Context: an optimization exercise on an open-source flow, tuned for small area and a short achievable clock period. The choices shown serve that exercise and are no tape-out recipe.
Where RTL was checked, it was by simulation tests only, not by an equivalence proof against the original.
Only the layout flow was run in run 2; the RTL was not checked for function there.
Power is estimated from default activity; no workload was simulated.

## flow/design.v (module list and top-level ports; edited modules follow where they fit)
// module muitiplier: 2224 lines
// module mul_fa: 4 lines
// module mul_ha: 4 lines
module muitiplier(
    input clk,rstn,
    input pipeline_muitiplier_flush,
    input pipeline_muitiplier_stall,
    input [4:0] pipeline_muitiplier_subtype,
    input [31:0] pipeline_muitiplier_din1,
    input [31:0] pipeline_muitiplier_din2,
    output [31:0] muitiplier_pipeline_dout
);
  // ...
==> flow/flow/run.sh <==
#!/bin/bash
# The standard ORFS layout (standard.sh) with three changes:
#  - every port still gets a buffer, but a buf_2 instead of the slow
#    clkdlybuf4s50_1 that buffer_ports picks by default;
#  - clock tree synthesis without dummy loads;
#  - timing repair aims for the setup slack in SETUP_SLACK_MARGIN below.
set -euo pipefail
export BUFFER_PORTS_ARGS="-buffer_cell sky130_fd_sc_hd__buf_2"
export CTS_ARGS="-sink_clustering_enable -repair_clock_nets -dont_use_dummy_load -sink_clustering_size 30 -sink_clustering_max_diameter 120 -buf_list {sky130_fd_sc_hd__clkbuf_4 sky130_fd_sc_hd__clkbuf_8}"
export SETUP_SLACK_MARGIN=5.6
bash standard.sh > standard_flow.log 2>&1
==> flow/standard.sh <==
#!/bin/bash
# synth_recipe.tcl (not shown) runs the flow's synth.tcl, then flattens the netlist and writes it again
# the make line also repeats each setting of config.mk as NAME=value (left out here)
make -C /OpenROAD-flow-scripts/flow DESIGN_CONFIG=/design/flow/config.mk WORK_HOME=/design/flow/orfs CLKGATE_MAP_FILE= SYNTH_SCRIPT=/design/flow/synth_recipe.tcl "${@:-finish}"
==> flow/config.mk <==
export PLATFORM = sky130hd
export DESIGN_NAME = muitiplier
export DESIGN_NICKNAME = muitiplier
export VERILOG_FILES = /design/flow/design.v
export SDC_FILE = /design/flow/constraint.sdc
export NUM_CORES = 4
export LEC_CHECK = 0
export ABC_AREA = 1
export CAP_MARGIN = 20
export CORE_MARGIN = 2
export CORE_UTILIZATION = 55
export SLEW_MARGIN = 45
export SYNTH_HIERARCHICAL = 1
==> flow/constraint.sdc <==
create_clock -name core_clock -period 12.0 [get_ports {clk}]
set_input_delay 2.4000 -clock core_clock [delete_from_list [all_inputs] [get_ports {clk}]]
set_output_delay 2.4000 -clock core_clock [all_outputs]
set_load 0.01 [all_outputs]
==> notes.md, run 1 <==
Seq/total area=12.4%; TNS Setup=0 ps; CTS H-tree lvls=4; post-synthesis mux area share=0%; Slew Viols, Final=0; Nets=3,320; status=complete, no violations; pre-CTS setup slack=4760 ps; detailed placement HPWL=70.9 mm; setup slack after layout=5620 ps; inverters=136; sequential fraction of the synthesis area=13.2%; FMAX=0.157 GHz; NonClk Buf Share=5.00%; Layout clock area frac=0.825%; largest cell class by area=multi-input combinational cells; Critical Path End=r0[34]; main combinational cell family by area after synthesis=adder cells; Root Driver=clkbuf_8; Final setup viols=0; Top Consumer=combinational cells; Synth Instances=2,653; Final Skew=0 ps; top sig layer=met5; Synth area leader=fa_1; met2 WL=46.2 mm; R2R Path Start=zero; Power per Cell Area=344 nW/um2; Rows=80
==> run 2: changes to the inputs <==
--- a/flow/design.v
+++ b/flow/design.v
@@ -1671,20 +1671,17 @@
     wire s1045, c1046;
     mul_fa us1045 (.a(c808), .b(s923), .c(c922), .s(s1045), .co(c1046));
     wire s1047, c1048;
     mul_fa us1047 (.a(pp15[31]), .b(c924), .c(s925), .s(s1047), .co(c1048));
     wire s1049, c1050;
     mul_fa us1049 (.a(s927), .b(pp15[32]), .c(c926), .s(s1049), .co(c1050));
     wire s1051, c1052;
     mul_fa us1051 (.a((a[31] & u31)), .b(c928), .c(~pp15[33]), .s(s1051), .co(c1052));
-    wire [63:13] row0;
-    assign row0[13] = s951;
-    assign row0[14] = s953;
-    assign row0[15] = s955;
+    wire [63:16] row0;
     assign row0[16] = s957;
     assign row0[17] = s959;
     assign row0[18] = s961;
     assign row0[19] = s963;
     assign row0[20] = s965;
     assign row0[21] = s967;
     assign row0[22] = s969;
     assign row0[23] = s971;
@@ -1723,20 +1720,17 @@
     assign row0[56] = s1037;
     assign row0[57] = s1039;
     assign row0[58] = s1041;
     assign row0[59] = s1043;
     assign row0[60] = s1045;
     assign row0[61] = s1047;
     assign row0[62] = s1049;
     assign row0[63] = s1051;
-    wire [63:13] row1;
-    assign row1[13] = c950;
-    assign row1[14] = c952;
-    assign row1[15] = c954;
+    wire [63:16] row1;
     assign row1[16] = c956;
     assign row1[17] = c958;
     assign row1[18] = c960;
     assign row1[19] = c962;
     assign row1[20] = c964;
     assign row1[21] = c966;
     assign row1[22] = c968;
     assign row1[23] = c970;
@@ -1775,17 +1769,17 @@
     assign row1[56] = c1036;
     assign row1[57] = c1038;
     assign row1[58] = c1040;
     assign row1[59] = c1042;
     assign row1[60] = c1044;
     assign row1[61] = c1046;
     assign row1[62] = c1048;
     assign row1[63] = c1050;
-    wire [13:0] lowsum;
+    wire [16:0] lowsum;
     wire lag0, lap0;
     mul_ha ulah0 (.a(neg0), .b(pp0[0]), .s(lap0), .co(lag0));
     wire lag1, lap1;
     mul_ha ulah1 (.a(pp0[1]), .b(1'b0), .s(lap1), .co(lag1));
     wire lag2, lap2;
     mul_ha ulah2 (.a(pp1[0]), .b(s929), .s(lap2), .co(lag2));
     wire lag3, lap3;
     mul_ha ulah3 (.a(s931), .b(c930), .s(lap3), .co(lag3));
@@ -1802,71 +1796,94 @@
     wire lag9, lap9;
     mul_ha ulah9 (.a(s943), .b(c942), .s(lap9), .co(lag9));
     wire lag10, lap10;
     mul_ha ulah10 (.a(s945), .b(c944), .s(lap10), .co(lag10));
     wire lag11, lap11;
     mul_ha ulah11 (.a(s947), .b(c946), .s(lap11), .co(lag11));
     wire lag12, lap12;
     mul_ha ulah12 (.a(s949), .b(c948), .s(lap12), .co(lag12));
+    wire lag13, lap13;
+    mul_ha ulah13 (.a(s951), .b(c950), .s(lap13), .co(lag13));
+    wire lag14, lap14;
+    mul_ha ulah14 (.a(s953), .b(c952), .s(lap14), .co(lag14));
+    wire lag15, lap15;
+    mul_ha ulah15 (.a(s955), .b(c954), .s(lap15), .co(lag15));
     wire laG1_0 = lag1 | (lap1 & lag0);
     wire laP1_0 = lap1 & lap0;
     wire laG3_2 = lag3 | (lap3 & lag2);
     wire laP3_2 = lap3 & lap2;
     wire laG5_4 = lag5 | (lap5 & lag4);
     wire laP5_4 = lap5 & lap4;
     wire laG7_6 = lag7 | (lap7 & lag6);
     wire laP7_6 = lap7 & lap6;
     wire laG9_8 = lag9 | (lap9 & lag8);
     wire laP9_8 = lap9 & lap8;
     wire laG11_10 = lag11 | (lap11 & lag10);
     wire laP11_10 = lap11 & lap10;
+    wire laG13_12 = lag13 | (lap13 & lag12);
+    wire laP13_12 = lap13 & lap12;
+    wire laG15_14 = lag15 | (lap15 & lag14);
+    wire laP15_14 = lap15 & lap14;
     wire laG3_1 = laG3_2 | (laP3_2 & laG1_0);
     wire laP3_1 = laP3_2 & laP1_0;
     wire laG7_5 = laG7_6 | (laP7_6 & laG5_4);
     wire laP7_5 = laP7_6 & laP5_4;
     wire laG11_9 = laG11_10 | (laP11_10 & laG9_8);
     wire laP11_9 = laP11_10 & laP9_8;
+    wire laG15_13 = laG15_14 | (laP15_14 & laG13_12);
+    wire laP15_13 = laP15_14 & laP13_12;
     wire laG7_3 = laG7_5 | (laP7_5 & laG3_1);
     wire laP7_3 = laP7_5 & laP3_1;
+    wire laG15_11 = laG15_13 | (laP15_13 & laG11_9);
+    wire laP15_11 = laP15_13 & laP11_9;
+    wire laG15_7 = laG15_11 | (laP15_11 & laG7_3);
+    wire laP15_7 = laP15_11 & laP7_3;
     wire laG11_7 = laG11_9 | (laP11_9 & laG7_3);
     wire laP11_7 = laP11_9 & laP7_3;
     wire laG5_3 = laG5_4 | (laP5_4 & laG3_1);
     wire laP5_3 = laP5_4 & laP3_1;
     wire laG9_7 = laG9_8 | (laP9_8 & laG7_3);
     wire laP9_7 = laP9_8 & laP7_3;
+    wire laG13_11 = laG13_12 | (laP13_12 & laG11_7);
+    wire laP13_11 = laP13_12 & laP11_7;
     wire laG2_1 = lag2 | (lap2 & laG1_0);
     wire laP2_1 = lap2 & laP1_0;
     wire laG4_3 = lag4 | (lap4 & laG3_1);
     wire laP4_3 = lap4 & laP3_1;
     wire laG6_5 = lag6 | (lap6 & laG5_3);
     wire laP6_5 = lap6 & laP5_3;
     wire laG8_7 = lag8 | (lap8 & laG7_3);
     wire laP8_7 = lap8 & laP7_3;
     wire laG10_9 = lag10 | (lap10 & laG9_7);
     wire laP10_9 = lap10 & laP9_7;
     wire laG12_11 = lag12 | (lap12 & laG11_7);
     wire laP12_11 = lap12 & laP11_7;
+    wire laG14_13 = lag14 | (lap14 & laG13_11);
+    wire laP14_13 = lap14 & laP13_11;
     assign lowsum[0] = lap0;
     assign lowsum[1] = lap1 ^ lag0;
     assign lowsum[2] = lap2 ^ laG1_0;
     assign lowsum[3] = lap3 ^ laG2_1;
     assign lowsum[4] = lap4 ^ laG3_1;
     assign lowsum[5] = lap5 ^ laG4_3;
     assign lowsum[6] = lap6 ^ laG5_3;
     assign lowsum[7] = lap7 ^ laG6_5;
     assign lowsum[8] = lap8 ^ laG7_3;
     assign lowsum[9] = lap9 ^ laG8_7;
     assign lowsum[10] = lap10 ^ laG9_7;
     assign lowsum[11] = lap11 ^ laG10_9;
     assign lowsum[12] = lap12 ^ laG11_7;
-    assign lowsum[13] = laG12_11;
-    reg [63:13] r0;
-    reg [63:13] r1;
-    reg [13:0] rl;
+    assign lowsum[13] = lap13 ^ laG12_11;
+    assign lowsum[14] = lap14 ^ laG13_11;
+    assign lowsum[15] = lap15 ^ laG14_13;
+    assign lowsum[16] = laG15_7;
+    reg [63:16] r0;
+    reg [63:16] r1;
+    reg [16:0] rl;
     reg hi;     
     reg zero;   
     always @(posedge clk) begin
         if (!rstn || (flush && !stall)) begin
             zero <= 1'b1;
             hi <= 1'b0;
         end else if (!stall) begin
             zero <= 1'b0;
@@ -1876,120 +1893,114 @@
     always @(posedge clk) begin
         if (!stall) begin
             r0 <= row0;
             r1 <= row1;
             rl <= lowsum;
         end
     end
     wire [63:0] prod;
-    assign prod[12:0] = rl[12:0];
+    assign prod[15:0] = rl[15:0];
     wire fag0, fap0;
-    mul_ha ufah0 (.a(r0[13]), .b(r1[13]), .s(fap0), .co(fag0));
+    mul_ha ufah0 (.a(r0[16]), .b(r1[16]), .s(fap0), .co(fag0));
     wire fag1, fap1;
-    mul_ha ufah1 (.a(r0[14]), .b(r1[14]), .s(fap1), .co(fag1));
+    mul_ha ufah1 (.a(r0[17]), .b(r1[17]), .s(fap1), .co(fag1));
     wire fag2, fap2;
-    mul_ha ufah2 (.a(r0[15]), .b(r1[15]), .s(fap2), .co(fag2));
+    mul_ha ufah2 (.a(r0[18]), .b(r1[18]), .s(fap2), .co(fag2));
     wire fag3, fap3;
-    mul_ha ufah3 (.a(r0[16]), .b(r1[16]), .s(fap3), .co(fag3));
+    mul_ha ufah3 (.a(r0[19]), .b(r1[19]), .s(fap3), .co(fag3));
     wire fag4, fap4;
-    mul_ha ufah4 (.a(r0[17]), .b(r1[17]), .s(fap4), .co(fag4));
+    mul_ha ufah4 (.a(r0[20]), .b(r1[20]), .s(fap4), .co(fag4));
     wire fag5, fap5;
-    mul_ha ufah5 (.a(r0[18]), .b(r1[18]), .s(fap5), .co(fag5));
+    mul_ha ufah5 (.a(r0[21]), .b(r1[21]), .s(fap5), .co(fag5));
     wire fag6, fap6;
-    mul_ha ufah6 (.a(r0[19]), .b(r1[19]), .s(fap6), .co(fag6));
+    mul_ha ufah6 (.a(r0[22]), .b(r1[22]), .s(fap6), .co(fag6));
     wire fag7, fap7;
-    mul_ha ufah7 (.a(r0[20]), .b(r1[20]), .s(fap7), .co(fag7));
+    mul_ha ufah7 (.a(r0[23]), .b(r1[23]), .s(fap7), .co(fag7));
     wire fag8, fap8;
-    mul_ha ufah8 (.a(r0[21]), .b(r1[21]), .s(fap8), .co(fag8));
+    mul_ha ufah8 (.a(r0[24]), .b(r1[24]), .s(fap8), .co(fag8));
     wire fag9, fap9;
-    mul_ha ufah9 (.a(r0[22]), .b(r1[22]), .s(fap9), .co(fag9));
+    mul_ha ufah9 (.a(r0[25]), .b(r1[25]), .s(fap9), .co(fag9));
     wire fag10, fap10;
-    mul_ha ufah10 (.a(r0[23]), .b(r1[23]), .s(fap10), .co(fag10));
+    mul_ha ufah10 (.a(r0[26]), .b(r1[26]), .s(fap10), .co(fag10));
     wire fag11, fap11;
-    mul_ha ufah11 (.a(r0[24]), .b(r1[24]), .s(fap11), .co(fag11));
+    mul_ha ufah11 (.a(r0[27]), .b(r1[27]), .s(fap11), .co(fag11));
     wire fag12, fap12;
-    mul_ha ufah12 (.a(r0[25]), .b(r1[25]), .s(fap12), .co(fag12));
+    mul_ha ufah12 (.a(r0[28]), .b(r1[28]), .s(fap12), .co(fag12));
     wire fag13, fap13;
-    mul_ha ufah13 (.a(r0[26]), .b(r1[26]), .s(fap13), .co(fag13));
+    mul_ha ufah13 (.a(r0[29]), .b(r1[29]), .s(fap13), .co(fag13));
     wire fag14, fap14;
-    mul_ha ufah14 (.a(r0[27]), .b(r1[27]), .s(fap14), .co(fag14));
+    mul_ha ufah14 (.a(r0[30]), .b(r1[30]), .s(fap14), .co(fag14));
     wire fag15, fap15;
-    mul_ha ufah15 (.a(r0[28]), .b(r1[28]), .s(fap15), .co(fag15));
+    mul_ha ufah15 (.a(r0[31]), .b(r1[31]), .s(fap15), .co(fag15));
     wire fag16, fap16;
-    mul_ha ufah16 (.a(r0[29]), .b(r1[29]), .s(fap16), .co(fag16));
+    mul_ha ufah16 (.a(r0[32]), .b(r1[32]), .s(fap16), .co(fag16));
     wire fag17, fap17;
-    mul_ha ufah17 (.a(r0[30]), .b(r1[30]), .s(fap17), .co(fag17));
+    mul_ha ufah17 (.a(r0[33]), .b(r1[33]), .s(fap17), .co(fag17));
     wire fag18, fap18;
-    mul_ha ufah18 (.a(r0[31]), .b(r1[31]), .s(fap18), .co(fag18));
+    mul_ha ufah18 (.a(r0[34]), .b(r1[34]), .s(fap18), .co(fag18));
     wire fag19, fap19;
-    mul_ha ufah19 (.a(r0[32]), .b(r1[32]), .s(fap19), .co(fag19));
+    mul_ha ufah19 (.a(r0[35]), .b(r1[35]), .s(fap19), .co(fag19));
     wire fag20, fap20;
-    mul_ha ufah20 (.a(r0[33]), .b(r1[33]), .s(fap20), .co(fag20));
+    mul_ha ufah20 (.a(r0[36]), .b(r1[36]), .s(fap20), .co(fag20));
     wire fag21, fap21;
-    mul_ha ufah21 (.a(r0[34]), .b(r1[34]), .s(fap21), .co(fag21));
+    mul_ha ufah21 (.a(r0[37]), .b(r1[37]), .s(fap21), .co(fag21));
     wire fag22, fap22;
-    mul_ha ufah22 (.a(r0[35]), .b(r1[35]), .s(fap22), .co(fag22));
+    mul_ha ufah22 (.a(r0[38]), .b(r1[38]), .s(fap22), .co(fag22));
     wire fag23, fap23;
-    mul_ha ufah23 (.a(r0[36]), .b(r1[36]), .s(fap23), .co(fag23));
+    mul_ha ufah23 (.a(r0[39]), .b(r1[39]), .s(fap23), .co(fag23));
     wire fag24, fap24;
-    mul_ha ufah24 (.a(r0[37]), .b(r1[37]), .s(fap24), .co(fag24));
+    mul_ha ufah24 (.a(r0[40]), .b(r1[40]), .s(fap24), .co(fag24));
     wire fag25, fap25;
-    mul_ha ufah25 (.a(r0[38]), .b(r1[38]), .s(fap25), .co(fag25));
+    mul_ha ufah25 (.a(r0[41]), .b(r1[41]), .s(fap25), .co(fag25));
     wire fag26, fap26;
-    mul_ha ufah26 (.a(r0[39]), .b(r1[39]), .s(fap26), .co(fag26));
+    mul_ha ufah26 (.a(r0[42]), .b(r1[42]), .s(fap26), .co(fag26));
     wire fag27, fap27;
-    mul_ha ufah27 (.a(r0[40]), .b(r1[40]), .s(fap27), .co(fag27));
+    mul_ha ufah27 (.a(r0[43]), .b(r1[43]), .s(fap27), .co(fag27));
     wire fag28, fap28;
-    mul_ha ufah28 (.a(r0[41]), .b(r1[41]), .s(fap28), .co(fag28));
+    mul_ha ufah28 (.a(r0[44]), .b(r1[44]), .s(fap28), .co(fag28));
     wire fag29, fap29;
-    mul_ha ufah29 (.a(r0[42]), .b(r1[42]), .s(fap29), .co(fag29));
+    mul_ha ufah29 (.a(r0[45]), .b(r1[45]), .s(fap29), .co(fag29));
     wire fag30, fap30;
-    mul_ha ufah30 (.a(r0[43]), .b(r1[43]), .s(fap30), .co(fag30));
+    mul_ha ufah30 (.a(r0[46]), .b(r1[46]), .s(fap30), .co(fag30));
     wire fag31, fap31;
-    mul_ha ufah31 (.a(r0[44]), .b(r1[44]), .s(fap31), .co(fag31));
+    mul_ha ufah31 (.a(r0[47]), .b(r1[47]), .s(fap31), .co(fag31));
     wire fag32, fap32;
-    mul_ha ufah32 (.a(r0[45]), .b(r1[45]), .s(fap32), .co(fag32));
+    mul_ha ufah32 (.a(r0[48]), .b(r1[48]), .s(fap32), .co(fag32));
     wire fag33, fap33;
-    mul_ha ufah33 (.a(r0[46]), .b(r1[46]), .s(fap33), .co(fag33));
+    mul_ha ufah33 (.a(r0[49]), .b(r1[49]), .s(fap33), .co(fag33));
     wire fag34, fap34;
-    mul_ha ufah34 (.a(r0[47]), .b(r1[47]), .s(fap34), .co(fag34));
+    mul_ha ufah34 (.a(r0[50]), .b(r1[50]), .s(fap34), .co(fag34));
     wire fag35, fap35;
-    mul_ha ufah35 (.a(r0[48]), .b(r1[48]), .s(fap35), .co(fag35));
+    mul_ha ufah35 (.a(r0[51]), .b(r1[51]), .s(fap35), .co(fag35));
     wire fag36, fap36;
-    mul_ha ufah36 (.a(r0[49]), .b(r1[49]), .s(fap36), .co(fag36));
+    mul_ha ufah36 (.a(r0[52]), .b(r1[52]), .s(fap36), .co(fag36));
     wire fag37, fap37;
-    mul_ha ufah37 (.a(r0[50]), .b(r1[50]), .s(fap37), .co(fag37));
+    mul_ha ufah37 (.a(r0[53]), .b(r1[53]), .s(fap37), .co(fag37));
     wire fag38, fap38;
-    mul_ha ufah38 (.a(r0[51]), .b(r1[51]), .s(fap38), .co(fag38));
+    mul_ha ufah38 (.a(r0[54]), .b(r1[54]), .s(fap38), .co(fag38));
     wire fag39, fap39;
-    mul_ha ufah39 (.a(r0[52]), .b(r1[52]), .s(fap39), .co(fag39));
+    mul_ha ufah39 (.a(r0[55]), .b(r1[55]), .s(fap39), .co(fag39));
     wire fag40, fap40;
-    mul_ha ufah40 (.a(r0[53]), .b(r1[53]), .s(fap40), .co(fag40));
+    mul_ha ufah40 (.a(r0[56]), .b(r1[56]), .s(fap40), .co(fag40));
     wire fag41, fap41;
-    mul_ha ufah41 (.a(r0[54]), .b(r1[54]), .s(fap41), .co(fag41));
+    mul_ha ufah41 (.a(r0[57]), .b(r1[57]), .s(fap41), .co(fag41));
     wire fag42, fap42;
-    mul_ha ufah42 (.a(r0[55]), .b(r1[55]), .s(fap42), .co(fag42));
+    mul_ha ufah42 (.a(r0[58]), .b(r1[58]), .s(fap42), .co(fag42));
     wire fag43, fap43;
-    mul_ha ufah43 (.a(r0[56]), .b(r1[56]), .s(fap43), .co(fag43));
+    mul_ha ufah43 (.a(r0[59]), .b(r1[59]), .s(fap43), .co(fag43));
     wire fag44, fap44;
-    mul_ha ufah44 (.a(r0[57]), .b(r1[57]), .s(fap44), .co(fag44));
+    mul_ha ufah44 (.a(r0[60]), .b(r1[60]), .s(fap44), .co(fag44));
     wire fag45, fap45;
-    mul_ha ufah45 (.a(r0[58]), .b(r1[58]), .s(fap45), .co(fag45));
+    mul_ha ufah45 (.a(r0[61]), .b(r1[61]), .s(fap45), .co(fag45));
     wire fag46, fap46;
-    mul_ha ufah46 (.a(r0[59]), .b(r1[59]), .s(fap46), .co(fag46));
+    mul_ha ufah46 (.a(r0[62]), .b(r1[62]), .s(fap46), .co(fag46));
     wire fag47, fap47;
-    mul_ha ufah47 (.a(r0[60]), .b(r1[60]), .s(fap47), .co(fag47));
-    wire fag48, fap48;
-    mul_ha ufah48 (.a(r0[61]), .b(r1[61]), .s(fap48), .co(fag48));
-    wire fag49, fap49;
-    mul_ha ufah49 (.a(r0[62]), .b(r1[62]), .s(fap49), .co(fag49));
-    wire fag50, fap50;
-    mul_ha ufah50 (.a(r0[63]), .b(r1[63]), .s(fap50), .co(fag50));
-    wire fagc = fag0 | (fap0 & rl[13]);
+    mul_ha ufah47 (.a(r0[63]), .b(r1[63]), .s(fap47), .co(fag47));
+    wire fagc = fag0 | (fap0 & rl[16]);
     wire faG1_0 = fag1 | (fap1 & fagc);
     wire faP1_0 = fap1 & fap0;
     wire faG3_2 = fag3 | (fap3 & fag2);
     wire faP3_2 = fap3 & fap2;
     wire faG5_4 = fag5 | (fap5 & fag4);
     wire faP5_4 = fap5 & fap4;
     wire faG7_6 = fag7 | (fap7 & fag6);
     wire faP7_6 = fap7 & fap6;
@@ -2028,18 +2039,16 @@
     wire faG41_40 = fag41 | (fap41 & fag40);
     wire faP41_40 = fap41 & fap40;
     wire faG43_42 = fag43 | (fap43 & fag42);
     wire faP43_42 = fap43 & fap42;
     wire faG45_44 = fag45 | (fap45 & fag44);
     wire faP45_44 = fap45 & fap44;
     wire faG47_46 = fag47 | (fap47 & fag46);
     wire faP47_46 = fap47 & fap46;
-    wire faG49_48 = fag49 | (fap49 & fag48);
-    wire faP49_48 = fap49 & fap48;
     wire faG3_1 = faG3_2 | (faP3_2 & faG1_0);
     wire faP3_1 = faP3_2 & faP1_0;
     wire faG7_5 = faG7_6 | (faP7_6 & faG5_4);
     wire faP7_5 = faP7_6 & faP5_4;
     wire faG11_9 = faG11_10 | (faP11_10 & faG9_8);
     wire faP11_9 = faP11_10 & faP9_8;
     wire faG15_13 = faG15_14 | (faP15_14 & faG13_12);
     wire faP15_13 = faP15_14 & faP13_12;
@@ -2112,18 +2121,16 @@
     wire faG33_31 = faG33_32 | (faP33_32 & faG31_15);
     wire faP33_31 = faP33_32 & faP31_15;
     wire faG37_35 = faG37_36 | (faP37_36 & faG35_31);
     wire faP37_35 = faP37_36 & faP35_31;
     wire faG41_39 = faG41_40 | (faP41_40 & faG39_31);
     wire faP41_39 = faP41_40 & faP39_31;
     wire faG45_43 = faG45_44 | (faP45_44 & faG43_39);
     wire faP45_43 = faP45_44 & faP43_39;
-    wire faG49_47 = faG49_48 | (faP49_48 & faG47_31);
-    wire faP49_47 = faP49_48 & faP47_31;
     wire faG2_1 = fag2 | (fap2 & faG1_0);
     wire faP2_1 = fap2 & faP1_0;
     wire faG4_3 = fag4 | (fap4 & faG3_1);
     wire faP4_3 = fap4 & faP3_1;
     wire faG6_5 = fag6 | (fap6 & faG5_3);
     wire faP6_5 = fap6 & faP5_3;
     wire faG8_7 = fag8 | (fap8 & faG7_3);
     wire faP8_7 = fap8 & faP7_3;
@@ -2160,71 +2167,64 @@
     wire faG40_39 = fag40 | (fap40 & faG39_31);
     wire faP40_39 = fap40 & faP39_31;
     wire faG42_41 = fag42 | (fap42 & faG41_39);
     wire faP42_41 = fap42 & faP41_39;
     wire faG44_43 = fag44 | (fap44 & faG43_39);
     wire faP44_43 = fap44 & faP43_39;
     wire faG46_45 = fag46 | (fap46 & faG45_43);
     wire faP46_45 = fap46 & faP45_43;
-    wire faG48_47 = fag48 | (fap48 & faG47_31);
-    wire faP48_47 = fap48 & faP47_31;
-    wire faG50_49 = fag50 | (fap50 & faG49_47);
-    wire faP50_49 = fap50 & faP49_47;
-    assign prod[13] = fap0 ^ rl[13];
-    assign prod[14] = fap1 ^ fagc;
-    assign prod[15] = fap2 ^ faG1_0;
-    assign prod[16] = fap3 ^ faG2_1;
-    assign prod[17] = fap4 ^ faG3_1;
-    assign prod[18] = fap5 ^ faG4_3;
-    assign prod[19] = fap6 ^ faG5_3;
-    assign prod[20] = fap7 ^ faG6_5;
-    assign prod[21] = fap8 ^ faG7_3;
-    assign prod[22] = fap9 ^ faG8_7;
-    assign prod[23] = fap10 ^ faG9_7;
-    assign prod[24] = fap11 ^ faG10_9;
-    assign prod[25] = fap12 ^ faG11_7;
-    assign prod[26] = fap13 ^ faG12_11;
-    assign prod[27] = fap14 ^ faG13_11;
-    assign prod[28] = fap15 ^ faG14_13;
-    assign prod[29] = fap16 ^ faG15_7;
-    assign prod[30] = fap17 ^ faG16_15;
-    assign prod[31] = fap18 ^ faG17_15;
-    assign prod[32] = fap19 ^ faG18_17;
-    assign prod[33] = fap20 ^ faG19_15;
-    assign prod[34] = fap21 ^ faG20_19;
-    assign prod[35] = fap22 ^ faG21_19;
-    assign prod[36] = fap23 ^ faG22_21;
-    assign prod[37] = fap24 ^ faG23_15;
-    assign prod[38] = fap25 ^ faG24_23;
-    assign prod[39] = fap26 ^ faG25_23;
-    assign prod[40] = fap27 ^ faG26_25;
-    assign prod[41] = fap28 ^ faG27_23;
-    assign prod[42] = fap29 ^ faG28_27;
-    assign prod[43] = fap30 ^ faG29_27;
-    assign prod[44] = fap31 ^ faG30_29;
-    assign prod[45] = fap32 ^ faG31_15;
-    assign prod[46] = fap33 ^ faG32_31;
-    assign prod[47] = fap34 ^ faG33_31;
-    assign prod[48] = fap35 ^ faG34_33;
-    assign prod[49] = fap36 ^ faG35_31;
-    assign prod[50] = fap37 ^ faG36_35;
-    assign prod[51] = fap38 ^ faG37_35;
-    assign prod[52] = fap39 ^ faG38_37;
-    assign prod[53] = fap40 ^ faG39_31;
-    assign prod[54] = fap41 ^ faG40_39;
-    assign prod[55] = fap42 ^ faG41_39;
-    assign prod[56] = fap43 ^ faG42_41;
-    assign prod[57] = fap44 ^ faG43_39;
-    assign prod[58] = fap45 ^ faG44_43;
-    assign prod[59] = fap46 ^ faG45_43;
-    assign prod[60] = fap47 ^ faG46_45;
-    assign prod[61] = fap48 ^ faG47_31;
-    assign prod[62] = fap49 ^ faG48_47;
-    assign prod[63] = fap50 ^ faG49_47;
+    assign prod[16] = fap0 ^ rl[16];
+    assign prod[17] = fap1 ^ fagc;
+    assign prod[18] = fap2 ^ faG1_0;
+    assign prod[19] = fap3 ^ faG2_1;
+    assign prod[20] = fap4 ^ faG3_1;
+    assign prod[21] = fap5 ^ faG4_3;
+    assign prod[22] = fap6 ^ faG5_3;
+    assign prod[23] = fap7 ^ faG6_5;
+    assign prod[24] = fap8 ^ faG7_3;
+    assign prod[25] = fap9 ^ faG8_7;
+    assign prod[26] = fap10 ^ faG9_7;
+    assign prod[27] = fap11 ^ faG10_9;
+    assign prod[28] = fap12 ^ faG11_7;
+    assign prod[29] = fap13 ^ faG12_11;
+    assign prod[30] = fap14 ^ faG13_11;
+    assign prod[31] = fap15 ^ faG14_13;
+    assign prod[32] = fap16 ^ faG15_7;
+    assign prod[33] = fap17 ^ faG16_15;
+    assign prod[34] = fap18 ^ faG17_15;
+    assign prod[35] = fap19 ^ faG18_17;
+    assign prod[36] = fap20 ^ faG19_15;
+    assign prod[37] = fap21 ^ faG20_19;
+    assign prod[38] = fap22 ^ faG21_19;
+    assign prod[39] = fap23 ^ faG22_21;
+    assign prod[40] = fap24 ^ faG23_15;
+    assign prod[41] = fap25 ^ faG24_23;
+    assign prod[42] = fap26 ^ faG25_23;
+    assign prod[43] = fap27 ^ faG26_25;
+    assign prod[44] = fap28 ^ faG27_23;
+    assign prod[45] = fap29 ^ faG28_27;
+    assign prod[46] = fap30 ^ faG29_27;
+    assign prod[47] = fap31 ^ faG30_29;
+    assign prod[48] = fap32 ^ faG31_15;
+    assign prod[49] = fap33 ^ faG32_31;
+    assign prod[50] = fap34 ^ faG33_31;
+    assign prod[51] = fap35 ^ faG34_33;
+    assign prod[52] = fap36 ^ faG35_31;
+    assign prod[53] = fap37 ^ faG36_35;
+    assign prod[54] = fap38 ^ faG37_35;
+    assign prod[55] = fap39 ^ faG38_37;
+    assign prod[56] = fap40 ^ faG39_31;
+    assign prod[57] = fap41 ^ faG40_39;
+    assign prod[58] = fap42 ^ faG41_39;
+    assign prod[59] = fap43 ^ faG42_41;
+    assign prod[60] = fap44 ^ faG43_39;
+    assign prod[61] = fap45 ^ faG44_43;
+    assign prod[62] = fap46 ^ faG45_43;
+    assign prod[63] = fap47 ^ faG46_45;
     assign muitiplier_pipeline_dout = zero ? 32'd0 : (hi ? prod[63:32] : prod[31:0]);
 endmodule
 module mul_fa(input a, input b, input c, output s, output co);
     assign s = a ^ b ^ c;
     assign co = (a & b) | (a & c) | (b & c);
 endmodule
 module mul_ha(input a, input b, output s, output co);
     assign s = a ^ b;
==> flow/flow/run.sh (replaced) <==
#!/bin/bash
# The standard ORFS layout (standard.sh) with three changes:
#  - every port still gets a buffer, but a buf_2 instead of the slow
#    clkdlybuf4s50_1 that buffer_ports picks by default;
#  - clock tree synthesis without dummy loads;
#  - timing repair aims for the setup slack in SETUP_SLACK_MARGIN below.
set -euo pipefail
export BUFFER_PORTS_ARGS="-buffer_cell sky130_fd_sc_hd__buf_2"
export CTS_ARGS="-sink_clustering_enable -repair_clock_nets -dont_use_dummy_load -buf_list {sky130_fd_sc_hd__clkbuf_4 sky130_fd_sc_hd__clkbuf_8}"
export SETUP_SLACK_MARGIN=5.6
bash standard.sh > standard_flow.log 2>&1
==> run 2 against run 1 <==
Compared with the run above:
- still clean
- synthesized area down 0.17%
- hold slack improved by 160 ps
- clock power about the same
- sequential cell count decreased by 3
- cell area is 0.59% higher
- critical path depth shrank 1
==> notes.md, run 2 <==
Synth area leader=fa_1; Synth Instances=2,657 (+0.15%); final worst path period share=53.4%; Max VDD drop=0.385 mV; vias per inst=6.97; RSZ-0062 raised after global routing=yes; unique cell type count in the Yosys netlist=38; Max transition margin=45.0%; Power per Cell Area=331 nW/um2 (-3.7%); DRC Markers=0; fin area=28,500 um2; Clk pin slew, worst setup/hold paths=90 ps; crit path DAT=6720 ps; Max Cap Viol=0; Required @ worst endpoint=12,310 ps; asr flop ratio synth=0%; initial antenna violation count=3; Root Driver=clkbuf_8; Synth Cell Area=26,600 um2; number of synthesized register bits=115; Rows=80 (unchanged); most common cell in the netlist=xor2_1; CP Cell Sequence=buf_2 > inv_1 > nor2_4 > buf_4 > xor2_1 > fa_1 > fa_1 > fa_1 > fa_1 > fa_1 > fa_1; Slew Viols, Final=0 (unchanged); I/O pins=105; Via Count=22.6k; number of synthesized flops with an enable pin=113; most frequent cells in the layout=xor2_1, o22ai_1, fa_1; Worst path top cell family by delay=adder cells; Die Y=224 um; crit path buf inv count=3; PortBufs=104; global-route wire length before repair=149 mm; CP Max Fanout=35; Layout Utilization=59.8%; detailed placement HPWL=66.1 mm (-6.8%); largest net degree at the start of global routing=72; Pre-Repair DR Iteration Count=6; Mean Syn Cell Area=10.0 um2; CTS tree=yes; Clock Sinks=115; dpl cells=3,204; commonest cells in the netlist=xor2_1, o22ai_1, fa_1; cts hold-fix bufs=0; TNS Setup=0 ps (unchanged); Largest regs=r0 (48), r1 (48), rl (17); DR WL/cell=31.3 um; GRT Resource Usage Total=40.9%; Worst setup SP type=input pin; initial cell density of the core=55.7%; Die Wd=224 um; Crit. Startpoint=pipeline_muitiplier_din2[15]; commonest non-fill, non-tap cell in the layout=xor2_1; Final Hold Viols=0; fraction of layout cells with a size suffix above 1=13.0%; Leak Pwr=12.1 nW; synth top area cells=fa_1, xor2_1, edfxtp_1; Final setup viols=0 (unchanged); status=complete, no violations; CP peak stage delay=650 ps; min Tclk post-route=6400 ps; Area growth syn-to-layout=7.22%; type of element capturing the critical path=flip-flop; WL final=101 mm; total CTS buffers=17; placed cell area=27,600 um2; First DRT Iteration DRCs=3,259; ys flop type=edfxtp_1; worst skew pair latency=540 ps; min-delay worst type=reg2reg; n_diodes=0; routability congestion estimate=0.927; Max stage delay cell, worst path=buf_4; grt total ovfl=0; core box area=47,700 um2; sequential fraction of the synthesis area=12.9% (-0.32 points); FMAX=0.156 GHz (-0.35%); critical path class=in2reg; worst-margin pin slew=825 ps; final std cells w/o fill=3,240; syn nets=3,363; worst-case clock buffer depth=2; area fraction of the dominant cell type after synthesis=35.3%; Nets=3,333 (+0.39%); Final Skew=0 ps (unchanged); CTS H-tree lvls=4 (unchanged); R2R Path Start=zero; die area=50,200 um2; Synthesis Warnings=7; hold path startpoint=hi; critical path's most frequent cell=fa_1; vias in the first global route=23.6k; post-route ant nets=0
## run 2: cell types whose count changed after synthesis, moves of 6 or more
cell      change
buf_2        +51
clkbuf_1     -47
nand2_1      +14
inv_1        +10
nand3_1       -7
nor2_1        +7
a21oi_1       -6
## run 2: repair_timing
action,4_1_cts,5_1_grt
endpoints found under the hold margin,0,0
setup buffers,4,11
gates resized for setup,36,86
gates cloned,0,4
pin swaps,8,17
setup endpoints to repair,48,49
## run 2: stage by stage
| step | worst slack (ps) | total power, mW | hold slack, ps |
|---|---|---|---|
| floorplan | 5600 | 6.38 | 711 |
| global placement | 4670 | 8.56 | 930 |
| detailed placement | 4570 | 8.80 | 954 |
| CTS | 5520 | 9.27 | 964 |
| global route | 5570 | 10.4 | 997 |
| finish | 5600 | 9.45 | 970 |
## run 2: area by class of cell
| class | instances | area (um2) |
|---|---|---|
| Clock buffer | 17 | 234 |
| Fill cell | 4070 | 19200 |
| Multi-Input combinational cell | 2144 | 22000 |
| Tap cell | 615 | 769 |
| Sequential cell | 115 | 3430 |
| Inverter | 141 | 581 |
| Timing Repair Buffer | 208 | 1510 |
## run 2: final timing paths
check / end / slack, ps / cells after the start
max: r0[38] / 5600 / 11
min: hi / 970 / 3
max reg2reg: zero / 10250 / 3
min reg2reg: hi / 970 / 3
## run 2: logic make-up after synthesis
family          Yosys count  synth area share [%]
flops                   115                  12.9
xor+xnor                558                  18.4
simple gates            316                  4.98
buf+inv                 398                  6.08
fa+ha+maj               633                  43.0
other cells               1                0.0141
compound gates          636                  14.7
## run 2: worst register-to-register path, cell delays in order (launching register included)
cell      delay, ps
dfxtp_1         320
buf_4           300
clkinv_1        690
o21ai_0         360
## run 2: per-layer routing
metal / GRT usage (%) / wire length, um / vias up
met3: 11.9 / 13000 / 442
met5: 0 / 27 / -
met1: 52.8 / 37200 / 11202
met2: 60.0 / 44100 / 1900
met4: 27.2 / 7060 / 4
li1: - / - / 9040
## run 2: Yosys stat by module (local to each module, per instance)
module,copies in the design,flip-flops and latches,cells inside
muitiplier,1,115,2083
mul_fa,469,0,1
mul_ha,105,0,1
## run 2: report_power, final
part	total [mW]	switching, mW	internal [mW]
combinational	7.78	4.42	3.37
clock	0.294	0.170	0.124
sequential	1.37	0.0770	1.30
total	9.45	4.66	4.78

## what the ideal ports hide
No port has a modelled driver above. Below, the same layouts with a new extraction and two added sets of constraints.
Step 1, drivers: a clkbuf_16 drives clk and a buf_2 each remaining input, both assumed.
Step 2 times the ports against the registers' clock, not the clock port: input delays grow and output delays shrink by t, the midpoint of the rising clock arrivals with the driver on.
a / b / c = ideal / step 1 / step 2; a / b = the first two.
run | t, ns | setup slack, ns | worst hold slack (ns) | clock arrival spread, ns
run 1 | 0.568 | 5.620 / 5.647 / 5.079 | 0.809 / 0.809 / 0.809 | 0.028 / 0.029
run 2 | 0.604 | 5.598 / 5.632 / 5.028 | 0.970 / 0.970 / 0.970 | 0.038 / 0.038
After both steps setup and hold are still met in every run listed. For run 2, which loses most, drivers alone change the setup slack by +0.034 ns; drivers and shift together by -0.570 ns.
